This is an optimization exercise on Yosys and OpenROAD, whose aim is small area, not a production implementation. Only simulation tests tie the RTL to the original design; equivalence was not proved. Power figures rest on the tool's default switching activity, not on a simulated workload.

## flow/design.v (module list and top-level ports; edited modules follow where they fit)
// module Mul_Add: 5155 lines
// module Second_CNN_Sub: 51 lines
// module Second_CNN: 44 lines
module Second_CNN(
clk,
rst_n,
Din_Valid,
Cal_Valid,
Din,
Dout0,
Dout1,
Dout2,
Dout3,
Dout4,
Dout5,
Dout6,
Dout7
);
  // ...
==> flow/run.sh <==
#!/bin/bash
# synth_recipe.tcl (not shown) runs the flow's synth.tcl, then flattens the netlist and writes it again
# the make line also repeats each setting of config.mk as NAME=value (left out here)
make -C /OpenROAD-flow-scripts/flow DESIGN_CONFIG=/design/flow/config.mk WORK_HOME=/design/flow/orfs CLKGATE_MAP_FILE= SYNTH_SCRIPT=/design/flow/synth_recipe.tcl finish
==> flow/config.mk <==
export PLATFORM = sky130hd
export DESIGN_NAME = Second_CNN
export DESIGN_NICKNAME = Second_CNN
export VERILOG_FILES = /design/flow/design.v
export SDC_FILE = /design/flow/constraint.sdc
export NUM_CORES = 4
export LEC_CHECK = 0
export CAP_MARGIN = 20
export CORE_MARGIN = 2
export CORE_UTILIZATION = 40
export SLEW_MARGIN = 20
==> flow/constraint.sdc <==
create_clock -name core_clock -period 8.0 [get_ports {clk}]
set_input_delay 1.6000 -clock core_clock [delete_from_list [all_inputs] [get_ports {clk}]]
set_output_delay 1.6000 -clock core_clock [all_outputs]
set_load 0.01 [all_outputs]
==> run summary, run 1 <==
- Sequential cell count: 502
- Simple-gate share of the synthesized area: 2.859%
- Clock group total power: 2540 uW
- Hold depth: 0
- H-tree depth: 2
- NumNets Final: 5824
- Vias per cell: 4.867
- Power of the sequential group: 3260 uW
- Fillcell total: 10510
- Dpl hpwl: 146400 um
- Tap Count: 1536
- Setup Total Neg Slack: 0 ps
- Crit path arrival time: 8270 ps
- Clock buffer depth: 3
- Power density cells: 213.8 nW/um2
- Via Count: 29530
- Post-synth top area cell: fa_1
- Combinational power: 6690 uW
- CP startpoint kind: input pin
- Status: timing/DRC/antenna clean
- Routed wire length: 169500 um
- Top Consumer: combinational cells
- Fin util: 49.39%
- CTS root buf: clkbuf_16
- Syn_area_per_cell: 13.04 um2
- Initial Util: 40.42%
- Setup violators final: 0
- Top cell by count, worst path: fa_1
- Met3 Usage GRT: 4.933%
- Highest metal used: met5
- Layout inverter count without the clock tree: 1299
==> inputs of run 2 (changes only) <==
==> flow/config.mk (replaced) <==
export PLATFORM = sky130hd
export DESIGN_NAME = Second_CNN
export DESIGN_NICKNAME = Second_CNN
export VERILOG_FILES = /design/flow/design.v
export SDC_FILE = /design/flow/constraint.sdc
export NUM_CORES = 4
export LEC_CHECK = 0
export CAP_MARGIN = 0
export CORE_MARGIN = 2
export CORE_UTILIZATION = 55
export GPL_TIMING_DRIVEN = 0
export SLEW_MARGIN = 0
==> run 2 against run 1 <==
  * Still clean
  * Sequential power shrank 1%
  * Sequential share of layout area is 0.87 points higher
  * First-iteration DRC count is 4.6% lower
  * Highest routed layer unchanged
==> run summary, run 2 <==
- Initial Util: 55.27% (was 40.42%)
- Reg with most FFs: Second_CNN_Sub.lb (unchanged)
- Yosys top cell area share: 49.80% (unchanged)
- Post-synth top flop: edfxtp_1 (unchanged)
- Max-slew violations: 0 (unchanged)
- Combinational power share: 50.6% (was 53.6%)
- CTS tree: yes (unchanged)
- Placer Congestion: 0.9734 (was 1.046)
- Syn_nets: 5005 (unchanged)
- Crit Path Max Fanout: 7 (was 8)
- Top cell by count, worst path: fa_1 (unchanged)
- Cts bufs inserted: 52 (was 54)
- Status: timing/DRC/antenna clean (unchanged)
- Placed Instances: 4968 (was 5964)
- Async set-or-reset flop fraction in the synthesized netlist: 28.29% (unchanged)
- Pin count of the biggest net entering global routing: 91 (was 160)
- Clk_skew: 55.13 ps (was 73.68 ps)
- Cell with the most instances after synthesis: inv_1 (unchanged)
- Number of placed I/O pins: 140 (unchanged)
- Lkg Pwr: 0.02632 uW (was 0.02795 uW)
- Post-CTS Hold Buffers: 0 (unchanged)
- Dpl ws: -3134 ps (was -821.6 ps)
- Via Count: 28270 (was 29530)
- Max reg flops: 320 (unchanged)
- # port buffers: 139 (unchanged)
- Syn Inst Count: 3665 (unchanged)
- Crit share post-route: 97.90% (was 96.26%)
- Ranking of synthesized cells by area: fa_1 (50%), edfxtp_1 (20%), inv_1 (10%) (unchanged)
- Gr usage total: 35.75% (was 29.19%)
- Detailed Route Iter0 Violations: 2656 (was 2783)
- Netlist Area Pre-Place: 47800 um2 (unchanged)
- CTS Sinks: 502 (unchanged)
- Register area share after synthesis: 29.21% (unchanged)
- Fillcell total: 6711 (was 10510)
- Share of cells above drive strength 1: 13.68% (was 17.44%)
- Overflow after GRT: 0 (unchanged)
- Initial antenna violation count: 1 (was 3)
- Placeable Area: 86480 um2 (was 118200 um2)
- Worst slew pin tran: 1365 ps (was 1038 ps)
- Top achievable clock speed: 0.1277 GHz (was 0.1299 GHz)
- Internal: 7255 uW (was 7920 uW)
- Syn. warnings: 2 (unchanged)
- Maximum VDD drop: 0.0002788 V (was 0.0002165 V)
- Routed wire length: 150800 um (was 169500 um)
- Synth cell count leaders: inv_1 (1298), fa_1 (1189), edfxtp_1 (320) (unchanged)
- Drt wl/cell: 28.18 um (was 27.94 um)
- Vias per cell: 5.281 (was 4.867)
- Die Wd: 298.8 um (was 349.7 um)
- Vias in the first global route: 30550 (was 32480)
- Power density cells: 209.5 nW/um2 (was 213.8 nW/um2)
- Max cap viols: 0 (unchanged)
- Antenna Nets Post-Route: 0 (unchanged)
- Cell Count, Final, Fillers Out: 5353 (was 6068)
- Hold/Removal Path Class: register to register (unchanged)
- NumNets Final: 5493 (was 5824)
- Syn-to-layout area delta: 17.88% (was 22.19%)
- Worst setup margin: 168.0 ps (was 299.2 ps)
- Clock power share: 22.1% (was 20.3%)
- CTS root buf: clkbuf_16 (unchanged)
- Drt drc: 0 (unchanged)
- Flop pwr share: 27.3% (was 26.1%)
- Crit path max-delay family: adder cells (unchanged)
- Die footprint: 89280 um2 (was 122300 um2)
- Critical path cell sequence: buf_2 > nand3_4 > nor2_4 > nand2_2 > clkinvlp_4 > buf_4 > fa_1 > fa_1 > fa_1 > fa_1 > inv_1 > fa_1 > fa_1 > inv_1 > fa_1 > fa_1 > inv_1 > fa_1 > nand4b_1 > nor3b_1 > mux2i_1 > o2111ai_2
- CP startpoint kind: input pin (unchanged)
- Synth unique cells: 70 (unchanged)
- Setup violators final: 0 (unchanged)
- CP max stage cell: fa_1 (unchanged)
- Worst setup path class: input pin to register (unchanged)
- Critical Path RT: 8550 ps (was 8570 ps)
- Dpl hpwl: 105500 um (was 146400 um)
- Clock Latency Late Sink: 680 ps (was 690 ps)
- RSZ-0062 raised after global routing: false (unchanged)
- Power, Total: 11800 uW (was 12490 uW)
- Post-synth EDFFs: 320 (unchanged)
- Fin crit period: 7832 ps (was 7701 ps)
- Switching share of total power: 38.53% (was 36.58%)
- H-tree depth: 2 (unchanged)
- Row count: 108 (was 126)
- Post-synth top area cell: fa_1 (unchanged)
- Pre-antenna DRT Iters: 5 (unchanged)
- Critical path capture point type: register (unchanged)
- Final hold vios: 0 (unchanged)
- Crit path arrival time: 8390 ps (was 8270 ps)
- Reg clk slew, reported paths: 60 ps (about the same)
- Yosys reg bits: 502 (unchanged)
- Syn_area_per_cell: 13.04 um2 (unchanged)
- Rel. slew slack: 8.581% (was 30.79%)
- Most common cell after layout, fill and taps aside: inv_1 (unchanged)
- CP max stage delay: 530 ps (about the same)
- Die Span Y: 298.8 um (was 349.7 um)
- WP buf/inv: 6 (was 9)
- Clock buffer depth: 3 (unchanged)
- First-pass GRT wire length: 217800 um (was 242900 um)
- Switching power: 4548 uW (was 4568 uW)
- Most frequent cells in the layout: inv_1 (1236), fa_1 (1179), edfxtp_1 (320) (was inv_1 (1285), fa_1 (1182), buf_4 (582))
==> run 2: cell counts after synthesis <==
Identical to the previous run, type by type.
==> run 2: power groups by stage <==
stage	Clock [uW]	Sequential [uW]	Combinational (uW)
final	2610	3220	5980
after global routing	2790	3250	6530
after CTS	2690	3220	5850
after detailed placement	0	3270	5730
after global placement	0	3320	5670
after floorplan	0	3430	3540
==> run 2: path summary, 6_finish.rpt <==
kind                            slack (ps)  cells past startpoint                  start              endpoint
worst min register to register         320                      0   Second_CNN_Sub.d3[7]  Second_CNN_Sub.d4[7]
min in group asynchronous              910                      1                  rst_n   Second_CNN_Sub.v[4]
max in group asynchronous             6190                      2                  rst_n             Dout2[14]
worst max register to register         240                     26  Second_CNN_Sub.cnt[3]             Dout4[14]
worst max-delay path                   170                     22              Cal_Valid             Dout6[14]
worst min-delay path                   320                      0   Second_CNN_Sub.d3[7]  Second_CNN_Sub.d4[7]
==> run 2: cell families (layout without fill, tap and decap cells) <==
kind of cell,count (synthesis),after routing,synth area share [%]
adder cells (fa/ha/maj),1328,1328,53.44
buffers and inverters,1305,1837,10.29
flip-flops,502,502,29.21
AND/OR/NAND/NOR,272,272,2.859
AO/OA/AOI/OAI,131,131,1.864
XOR/XNOR,124,124,2.272
multiplexers,3,3,0.06283
other,0,1,0
==> run 2: final cells by class <==
class | instances | area, um2 | share of cell area [%]
multi-input cells | 1858 | 29760 | 52.82
flip-flops and latches | 502 | 13970 | 24.79
inverters | 1299 | 5111 | 9.071
repair buffers | 434 | 4138 | 7.344
well taps | 1155 | 1445 | 2.565
clock buffers | 66 | 1404 | 2.492
clock inverters | 32 | 470.5 | 0.8350
plain buffers | 6 | 47.55 | 0.08438
diodes | 1 | 2.502 | 0.004441
==> run 2: what timing repair did <==
action	CTS	global route
setup buffers	214	72
endpoints found under the hold margin	0	0
endpoints found under the setup margin	81	26
gates resized for setup	195	34
pin swaps	8	15
==> run 2: routing by layer <==
metal,GRT usage [%],part of all wire [%]
met5,0,0.13
met1,47.55,37
met3,11.65,11
met2,52.57,44
met4,19.85,7.1
==> run 2: metrics by stage <==
stage | hold slack [ps] | TNS [ps] | instance area, um2 | util [%]
after floorplan | 309.6 | -11.61 | 47940 | -
after global placement | 310.1 | -295620 | 50770 | 58.71
after detailed placement | 312.1 | -174120 | 51010 | 58.98
after CTS | 319.6 | 0 | 55610 | 64.30
after global routing | 329.6 | 0 | 56340 | 65.15
final | 316.7 | 0 | 56340 | 65.15

static timing again, ports no longer ideal:
Ports are ideal in the flow. The routed layouts listed here were re-timed in OpenROAD.
Step 1: set_driving_cell puts a clkbuf_16 on clk and a buf_2 on each other input, an assumption about the parent block.
Step 2 also shifts input and output timing later by t, the mid clock arrival at the registers, as if the neighbouring blocks saw the same clock.
a / b / c = no drivers / after step 1 / after step 2; a / b = the first two.
| run | t (ns) | setup slack, ns | worst setup path at the end | latest minus earliest clock arrival (ns) |
|---|---|---|---|---|
| run 1 | 0.731 | 0.299 / 0.319 / -0.412 | input to register | 0.074 / 0.074 |
| run 2 | 0.718 | 0.168 / 0.211 / -0.506 | input to register | 0.055 / 0.055 |
Met with ideal ports but missed after step 2: setup timing in run 1 and run 2. The setup slack of run 1, which loses most, moves by +0.020 ns with the drivers and by -0.711 ns with both steps.
